This design comes from an exercise in tuning for small area, a short achievable clock period and few clock cycles on the open sky130 flow, not from production work.
Function not checked in this run: the RTL went through the layout flow alone.
Power is estimated from default activity; no workload was simulated.

<file path="design.v">
module GPR(clk, reset, we, waddr, wdata, ov_set,
           sa, fa, ia28, ia29, sb, fb, ib28, ib29, fwd, busA, busB, valid);
    input clk, reset, we, ov_set;
    input [4:0] waddr;
    input [31:0] wdata;
    input [31:1] sa, sb;           
    input fa, fb;                  
    input ia28, ia29, ib28, ib29;  
    input [31:0] fwd;
    output [31:0] busA, busB;
    output [31:1] valid;           
    wire [31:0] q [1:31];
    genvar i;
    generate
        for (i = 1; i < 32; i = i + 1) begin : r
            if (i == 30) begin : rst
                reg [31:0] d;
                always @(posedge clk or posedge reset) begin
                    if (reset)
                        d <= 32'b0;
                    else begin
                        if (we && waddr == 5'd30)
                            d[31:1] <= wdata[31:1];
                        if ((we && waddr == 5'd30) || ov_set)
                            d[0] <= wdata[0] | ov_set;
                    end
                end
                assign q[i] = d;
                assign valid[i] = 1'b1;
            end else begin : plain
                reg [31:0] d;
                reg val;
                always @(posedge clk)
                    if (we && waddr == i)
                        d <= wdata;
                always @(posedge clk or posedge reset)
                    if (reset)
                        val <= 1'b0;
                    else if (we && waddr == i)
                        val <= 1'b1;
                assign q[i] = d;
                assign valid[i] = val;
            end
        end
    endgenerate
    reg [31:0] ra, rb;
    integer k;
    always @* begin
        ra = ({32{fa}} & fwd) | ({32{ia28}} & 32'h00001800) | ({32{ia29}} & 32'h00002ffc);
        rb = ({32{fb}} & fwd) | ({32{ib28}} & 32'h00001800) | ({32{ib29}} & 32'h00002ffc);
        for (k = 1; k < 32; k = k + 1) begin
            ra = ra | ({32{sa[k]}} & q[k]);
            rb = rb | ({32{sb[k]}} & q[k]);
        end
    end
    assign busA = ra;
    assign busB = rb;
endmodule
module mips(clk,reset,imem_addr,imem_rdata,dmem_addr,dmem_wdata,dmem_we,dmem_rdata);
    input clk;
    input reset;
    output [9:0] imem_addr;
    input [31:0] imem_rdata;
    output [9:0] dmem_addr;
    output [31:0] dmem_wdata;
    output dmem_we;
    input [31:0] dmem_rdata;
    reg [9:0]  fpc;            
    reg [9:0]  ras;            
    reg [31:0] ir;             
    reg        ir_v;           
    reg [31:0] pc_x;           
    reg [31:1] sa, sb;         
    reg        fa, fb;         
    reg        ia28, ia29, ib28, ib29;   
    reg        ldu;            
    reg        r30dep;         
    reg [9:0]  m_addr;
    reg [31:0] m_res;          
    reg        m_we;           
    reg        m_sb1;          
    reg        m_load, m_word, m_rwe, m_ov;
    reg [4:0]  m_waddr;
    wire [5:0] op = ir[31:26];
    wire [4:0] rs = ir[25:21];
    wire [4:0] rt = ir[20:16];
    wire [4:0] rd = ir[15:11];
    wire [5:0] fn = ir[5:0];
    wire [15:0] imm = ir[15:0];
    wire [31:0] se = {{16{imm[15]}}, imm};
    wire store  = op[5] & op[3];
    wire load   = op[5] & ~op[3];
    wire word   = op[0];                         
    wire itype  = ~op[5] & op[3];                
    wire logic_i = itype & op[2];                
    wire is_lui = op[1];
    wire addi   = itype & ~op[2] & ~op[0];
    wire rtype  = ~op[5] & ~op[3] & ~op[2] & ~op[1];
    wire alu_r  = rtype & fn[5];                 
    wire jr     = rtype & ~fn[5] & fn[3];
    wire beq    = ~op[5] & ~op[3] & op[2];
    wire jmp    = ~op[5] & ~op[3] & ~op[2] & op[1];   
    wire jal    = jmp & op[0];
    wire sub    = fn[1];                         
    wire slt    = fn[3];
    wire same   = (rs == rt);
    wire stall  = ldu | m_sb1 | (r30dep & m_ov);
    wire commit = ir_v & ~stall;
    wire x_rwe  = load | jal | itype | alu_r;
    wire [4:0] x_waddr = jal ? 5'd31 : rtype ? rd : rt;
    wire [31:0] a, b;
    wire [31:1] valid;
    wire [31:0] wdata;
    GPR GPR1(.clk(clk), .reset(reset), .we(m_rwe), .waddr(m_waddr), .wdata(wdata),
             .ov_set(m_ov), .sa(sa), .fa(fa), .ia28(ia28), .ia29(ia29),
             .sb(sb), .fb(fb), .ib28(ib28), .ib29(ib29), .fwd(m_res),
             .busA(a), .busB(b), .valid(valid));
    wire [31:0] bop = alu_r ? (sub ? ~b : b) : se;
    wire [31:0] sum = a + bop + {31'b0, alu_r & sub};
    wire ov = (a[31] == se[31]) & (sum[31] != a[31]);
    wire lt = (a[31] != b[31]) ? a[31] : sum[31];
    wire [31:0] pc4 = pc_x + 32'd4;
    wire [31:0] res = jal     ? pc4 :
                      logic_i ? (is_lui ? {imm, 16'b0} : (a | {16'b0, imm})) :
                      (alu_r & slt) ? {31'b0, lt} :
                      store   ? b :
                      (addi & ov) ? b : sum;
    wire [9:0] maddr = a[9:0] + imm[9:0];
    wire eq = (a == b);
    wire [31:0] btarget = pc4 + {se[29:0], 2'b00};
    wire [31:0] jtarget = {pc4[31:28], ir[25:0], 2'b00};
    wire [31:0] npc = jr ? a : (beq & eq) ? btarget : jmp ? jtarget : pc4;
    wire redirect = commit & ((jr & (a[9:0] != fpc)) | (beq & ~same & eq));
    wire [9:0] rtarget = jr ? a[9:0] : btarget[9:0];
    wire [5:0] f_op = imem_rdata[31:26];
    wire [4:0] f_rs = imem_rdata[25:21];
    wire [4:0] f_rt = imem_rdata[20:16];
    wire f_j    = ~f_op[5] & ~f_op[3] & ~f_op[2] & f_op[1];
    wire f_jal  = f_j & f_op[0];
    wire f_beqs = ~f_op[5] & ~f_op[3] & f_op[2] & (f_rs == f_rt);
    wire f_jr   = ~f_op[5] & ~f_op[3] & ~f_op[2] & ~f_op[1] & ~imem_rdata[5] & imem_rdata[3];
    wire [9:0] fpc4 = fpc + 10'd4;
    wire [9:0] fpred = f_j    ? {imem_rdata[7:0], 2'b00} :
                       f_beqs ? fpc4 + {imem_rdata[7:0], 2'b00} :
                       f_jr   ? ras : fpc4;
    wire [4:0] n_rs = stall ? rs : f_rs;
    wire [4:0] n_rt = stall ? rt : f_rt;
    wire x_fwd = commit & x_rwe & ~load & (x_waddr != 5'd0);
    wire n_fa = x_fwd & (x_waddr == n_rs);
    wire n_fb = x_fwd & (x_waddr == n_rt);
    wire n_ldu = commit & load & (rt != 5'd0) & ((rt == n_rs) | (rt == n_rt));
    wire n_r30 = commit & addi & ((n_rs == 5'd30) | (n_rt == 5'd30));
    wire [31:1] n_valid;
    wire [31:1] n_sa, n_sb;
    genvar i;
    generate
        for (i = 1; i < 32; i = i + 1) begin : sel
            assign n_valid[i] = valid[i] | (m_rwe & (m_waddr == i));
            assign n_sa[i] = (n_rs == i) & n_valid[i] & ~n_fa;
            assign n_sb[i] = (n_rt == i) & n_valid[i] & ~n_fb;
        end
    endgenerate
    assign wdata = m_load ? (m_word ? dmem_rdata : {{24{dmem_rdata[7]}}, dmem_rdata[7:0]}) : m_res;
    assign dmem_addr = m_addr;
    assign dmem_wdata = m_res;
    assign dmem_we = m_we;
    assign imem_addr = fpc;
    always @(posedge clk or posedge reset) begin
        if (reset) begin
            fpc <= 10'h000;
            ras <= 10'h000;
            ir <= 32'b0;
            ir_v <= 1'b0;
            pc_x <= 32'h00003000;
            sa <= 31'b0; sb <= 31'b0;
            fa <= 1'b0; fb <= 1'b0;
            ia28 <= 1'b0; ia29 <= 1'b0; ib28 <= 1'b0; ib29 <= 1'b0;
            ldu <= 1'b0; r30dep <= 1'b0;
        end else begin
            sa <= n_sa; sb <= n_sb;
            fa <= n_fa; fb <= n_fb;
            ia28 <= (n_rs == 5'd28) & ~n_valid[28] & ~n_fa;
            ia29 <= (n_rs == 5'd29) & ~n_valid[29] & ~n_fa;
            ib28 <= (n_rt == 5'd28) & ~n_valid[28] & ~n_fb;
            ib29 <= (n_rt == 5'd29) & ~n_valid[29] & ~n_fb;
            ldu <= n_ldu;
            r30dep <= n_r30;
            if (commit)
                pc_x <= npc;
            if (!stall) begin
                if (redirect) begin
                    fpc <= rtarget;
                    ir_v <= 1'b0;
                end else begin
                    fpc <= fpred;
                    ir_v <= 1'b1;
                    if (f_jal)
                        ras <= fpc4;
                end
                ir <= imem_rdata;
            end
        end
    end
    always @(posedge clk or posedge reset) begin
        if (reset) begin
            m_addr <= 10'b0;
            m_res <= 32'b0;
            m_we <= 1'b0;
            m_sb1 <= 1'b0;
            m_load <= 1'b0;
            m_word <= 1'b0;
            m_rwe <= 1'b0;
            m_ov <= 1'b0;
            m_waddr <= 5'b0;
        end else if (m_sb1) begin
            m_sb1 <= 1'b0;
            m_we <= 1'b1;
            m_res[31:8] <= dmem_rdata[31:8];
        end else if (commit) begin
            m_addr <= maddr;
            m_res <= res;
            m_we <= store & word;
            m_sb1 <= store & ~word;
            m_load <= load;
            m_word <= word;
            m_rwe <= x_rwe;
            m_ov <= addi & ov;
            m_waddr <= x_waddr;
        end else begin
            m_we <= 1'b0;
            m_sb1 <= 1'b0;
            m_load <= 1'b0;
            m_rwe <= 1'b0;
            m_ov <= 1'b0;
        end
    end
endmodule
</file>
<file path="run.sh">
#!/bin/bash
# synth_recipe.tcl (not shown) runs the flow's synth.tcl, then flattens the netlist and writes it again
# the make line also repeats each setting of config.mk as NAME=value (left out here)
make -C /OpenROAD-flow-scripts/flow DESIGN_CONFIG=/design/flow/config.mk WORK_HOME=/design/flow/orfs CLKGATE_MAP_FILE= SYNTH_SCRIPT=/design/flow/synth_recipe.tcl finish
</file>
<file path="config.mk">
export PLATFORM = sky130hd
export DESIGN_NAME = mips
export DESIGN_NICKNAME = mips
export VERILOG_FILES = /design/flow/design.v
export SDC_FILE = /design/flow/constraint.sdc
export NUM_CORES = 4
export LEC_CHECK = 0
export CAP_MARGIN = 20
export CORE_MARGIN = 2
export CORE_UTILIZATION = 40
export SETUP_SLACK_MARGIN = 5
export SLEW_MARGIN = 20
</file>
<file path="constraint.sdc">
create_clock -name core_clock -period 10.0 [get_ports {clk}]
set_input_delay 2.0000 -clock core_clock [delete_from_list [all_inputs] [get_ports {clk}]]
set_output_delay 2.0000 -clock core_clock [all_outputs]
set_load 0.01 [all_outputs]
</file>
==> results.json <==
{
  "crit_start": "sb[25]",
  "slew_viol_final": 0,
  "antenna_found_initial": 14,
  "crit_arrival_ps": 5960,
  "drt_iter0_markers": 10800,
  "most-common-layout-cells": "960 x edfxtp_1, 725 x a22oi_1, 242 x nand2_1",
  "cts_tree": "yes",
  "p_leak_uw": 0.0242,
  "cpMostUsedCell": "buf_4",
  "cts_made_buffers": 135,
  "dieArea_um2": 148000,
  "muxShareOfSynthArea": 0.0154,
  "gr-total-overflow": 0,
  "yosys.area.top_type": "edfxtp_1",
  "remaining_drc_errors": 0,
  "wirelength_mm": 297,
  "maxSlewHeadroom": 0.190,
  "max_cap_violations": 0,
  "min_from": "GPR1.r[19].plain.val",
  "die_x_um": 385,
  "final_core_util": 0.487,
  "dp_hpwl_mm": 161,
  "nets": 5113,
  "synth_top_area_frac": 0.496,
  "timing.final.crit_share": 0.525,
  "clk_pin_slew_ps": 60,
  "final_common_cell": "edfxtp_1",
  "grt_max_degree": 159,
  "syn_inst": 4692,
  "vias": 52500,
  "final.fill_count": 12600,
  "tightest_slew_ps": 1220,
  "antenna_left": 0,
  "clock_latency_ps": 810,
  "drtPass1Iterations": 13,
  "portBuffers": 117,
  "synth-edff-count": 960,
  "gp_congestion": 0.964,
  "synth_seq_area_share": 0.612,
  "whs_ps": 460,
  "setup_tns_ps": 0,
  "synth_xor_area_frac": 0.0316,
  "critPathCaptureType": "flip-flop",
  "area_growth_pct": 20.5,
  "ys_seq_elements": 1229,
  "synth_top_flop_cell": "edfxtp_1",
  "async_flop_share": 0.219,
  "synth.area.top_cells": "edfxtp_1 50%, dfrtp_1 11%, a22oi_1 9.4%",
  "synth_top_family_by_area": "compound AO/OA/AOI/OAI gates",
  "cts_buffer_depth": 3,
  "io_pins": 119,
  "hold_class": "flip-flop to flip-flop",
  "ctsHoldBuffers": 0,
  "peakVddDrop_v": 0.000241,
  "cp_slowest_cell": "or3_4",
  "layout.area.seq_um2": 35800,
  "worstPathRequired_ps": 10720,
  "rsz0062_at_grt": "true",
  "grt_pass1_vias": 48300,
  "pre_cts_slack_ps": 3250,
  "multi_input_area_um2": 22000,
  "ys_warn_count": 2,
  "fin_worst_skew_ps": 41.4,
  "setup_ws_ps": 4750,
  "fp.dieH_um": 385,
  "fmax_ghz": 0.191,
  "clkSinkCount": 1229,
  "std_cell_rows": 139,
  "finalHoldViolations": 0,
  "vias_per_cell": 7.52,
  "power.total_uw": 27600,
  "synth_compound_area_frac": 0.201,
  "cts_root_buf": "clkbuf_16",
  "core-area_um2": 144000,
  "synthSimpleGateAreaFrac": 0.0877,
  "syn_area_per_cell_um2": 12.4,
  "path_class": "flip-flop to flip-flop",
  "start_util": 0.404,
  "htree_levels": 4,
  "netlist_area_um2": 58100,
  "grt_pass1_wl_mm": 396,
  "syn_nets": 4850,
  "synth.distinct_cells": 74,
  "drive_gt1_frac": 0.173,
  "post_synth_fa_ha_maj_area_fraction": 0.0204,
  "cellPowerDensity_nw_per_um2": 394,
  "r2r_start": "sb[25]",
  "slowest_delay_ps": 540,
  "wire_per_inst_um": 42.5,
  "start_kind": "flip-flop",
  "layout_min_cycle_time_ps": 5250,
  "grt_use_total": 0.388,
  "r2r_setup_slack_ps": 4750,
  "critPathMaxFanout": 32,
  "status": "no timing/DRC/antenna violations",
  "setup_viol": 0
}
## layout make-up
type                            count  area share
Inverter                          105     0.00568
Clock buffer                      191      0.0572
Clock inverter                     58     0.00923
Timing Repair Buffer              454      0.0687
Multi-Input combinational cell   3030       0.314
Antenna cell                       12    0.000429
Sequential cell                  1229       0.510
Tap cell                         1903      0.0340
## path summary, 6_finish.rpt
check                                       end  cells past startpoint
max                                   m_res[19]                     25
max in group asynchronous  GPR1.r[30].rst.d[30]                      4
max reg2reg                           m_res[19]                     25
min reg2reg                GPR1.r[19].plain.val                      2
min                        GPR1.r[19].plain.val                      2
min in group asynchronous                ras[2]                      2
## logic make-up after synthesis
family	after synthesis
and+or+nand+nor	1022
AOI/OAI and AO/OA	1626
buffers and inverters	434
DFF	1229
adders and majority gates	92
muxes	79
xor gates and xnor gates	210
## worst max-delay path, delay by kind of cell (launching register included)
| kind | cells | cell delay [ps] |
|---|---|---|
| adders and majority gates | 1 | 290 |
| DFF | 1 | 420 |
| and+or+nand+nor | 2 | 730 |
| xor gates and xnor gates | 2 | 310 |
| buffers and inverters | 8 | 1270 |
| AOI/OAI and AO/OA | 12 | 2070 |
## Yosys cell counts, types with 14 or more instances
| cell type | number |
|---|---|
| and2_1 | 14 |
| a21o_1 | 27 |
| xor2_1 | 75 |
| o22ai_1 | 24 |
| nor4_1 | 36 |
| buf_1 | 28 |
| or4_1 | 16 |
| o21bai_1 | 20 |
| a21oi_1 | 210 |
| or3_1 | 24 |
| nor3_1 | 100 |
| o21ai_0 | 190 |
| mux2_2 | 43 |
| clkbuf_1 | 205 |
| nand3_1 | 90 |
| nor2_1 | 221 |
| a221oi_1 | 143 |
| nand4_1 | 204 |
| buf_2 | 74 |
| nor2b_1 | 15 |
| mux2i_1 | 26 |
| inv_1 | 104 |
| dfrtp_1 | 267 |
| a222oi_1 | 24 |
| xnor2_1 | 135 |
| edfxtp_1 | 960 |
| ha_1 | 87 |
| nand2_1 | 252 |
| a22o_1 | 128 |
| a211oi_1 | 27 |
| a22oi_1 | 731 |
## report_power, final
part           internal (µW)  leakage [µW]  switching [µW]  total [µW]
Sequential              7130        0.0119            1020        8160
Clock                   3110       0.00229            2200        5310
Combinational           5040        0.0101            9120       14200
Total                  15300        0.0242           12300       27600
## per-layer routing
layer,up-vias,track usage,share of wire
met3,1891,0.205,0.19
li1,19300,-,-
met4,20,0.290,0.10
met5,-,0.0179,0.0018
met2,5970,0.529,0.39
met1,25300,0.458,0.32
## through the flow
step	instances	instance area, µm²
global placement	6547	62000
finish	6982	70100
floorplan	4692	58100
CTS	6931	68900
detailed placement	6547	62000
global route	6972	70000
## sequential cells by signal, summed over array words and instances, names as in the netlist, 30 cells and up
signal,count
GPR1.r.plain.d,960
GPR1.r.plain.val,30
GPR1.r.rst.d,32
ir,31
m_res,32
pc_x,32
sa,31
sb,31
## what timing repair did
| action | CTS | global route |
|---|---|---|
| gates resized for setup | 245 | 138 |
| setup endpoints to repair | 55 | 44 |
| gates cloned | 4 | 2 |
| pin swaps | 40 | 70 |
| setup buffers | 131 | 35 |

## re-timing with driven ports
Ports are ideal in the flow. The routed layout listed here was re-timed in OpenROAD. Step 1 (the two cells are an assumption about what drives the block):
set clk [get_ports {clk}]
set_driving_cell -lib_cell sky130_fd_sc_hd__clkbuf_16 $clk
set_driving_cell -lib_cell sky130_fd_sc_hd__buf_2 [delete_from_list [all_inputs] $clk]
Step 2, shift: input delay + t, output delay - t, t = (earliest + latest rising clock arrival at the registers) / 2. This alone moves slack from input paths to output paths. a / b / c = ideal ports / drivers / drivers and shift; a / b = the first two.
t, ns: 0.867
slack for setup (ns): 4.751 / 4.751 / 4.751
hold slack, ns: 0.460 / 0.460 / 0.460
worst setup path after step 2: register to register
pins driven straight from the clock port: 1
After both steps setup and hold are still met in this run. For this run, drivers alone change the setup slack by 0.000 ns; drivers and shift together by 0.000 ns.
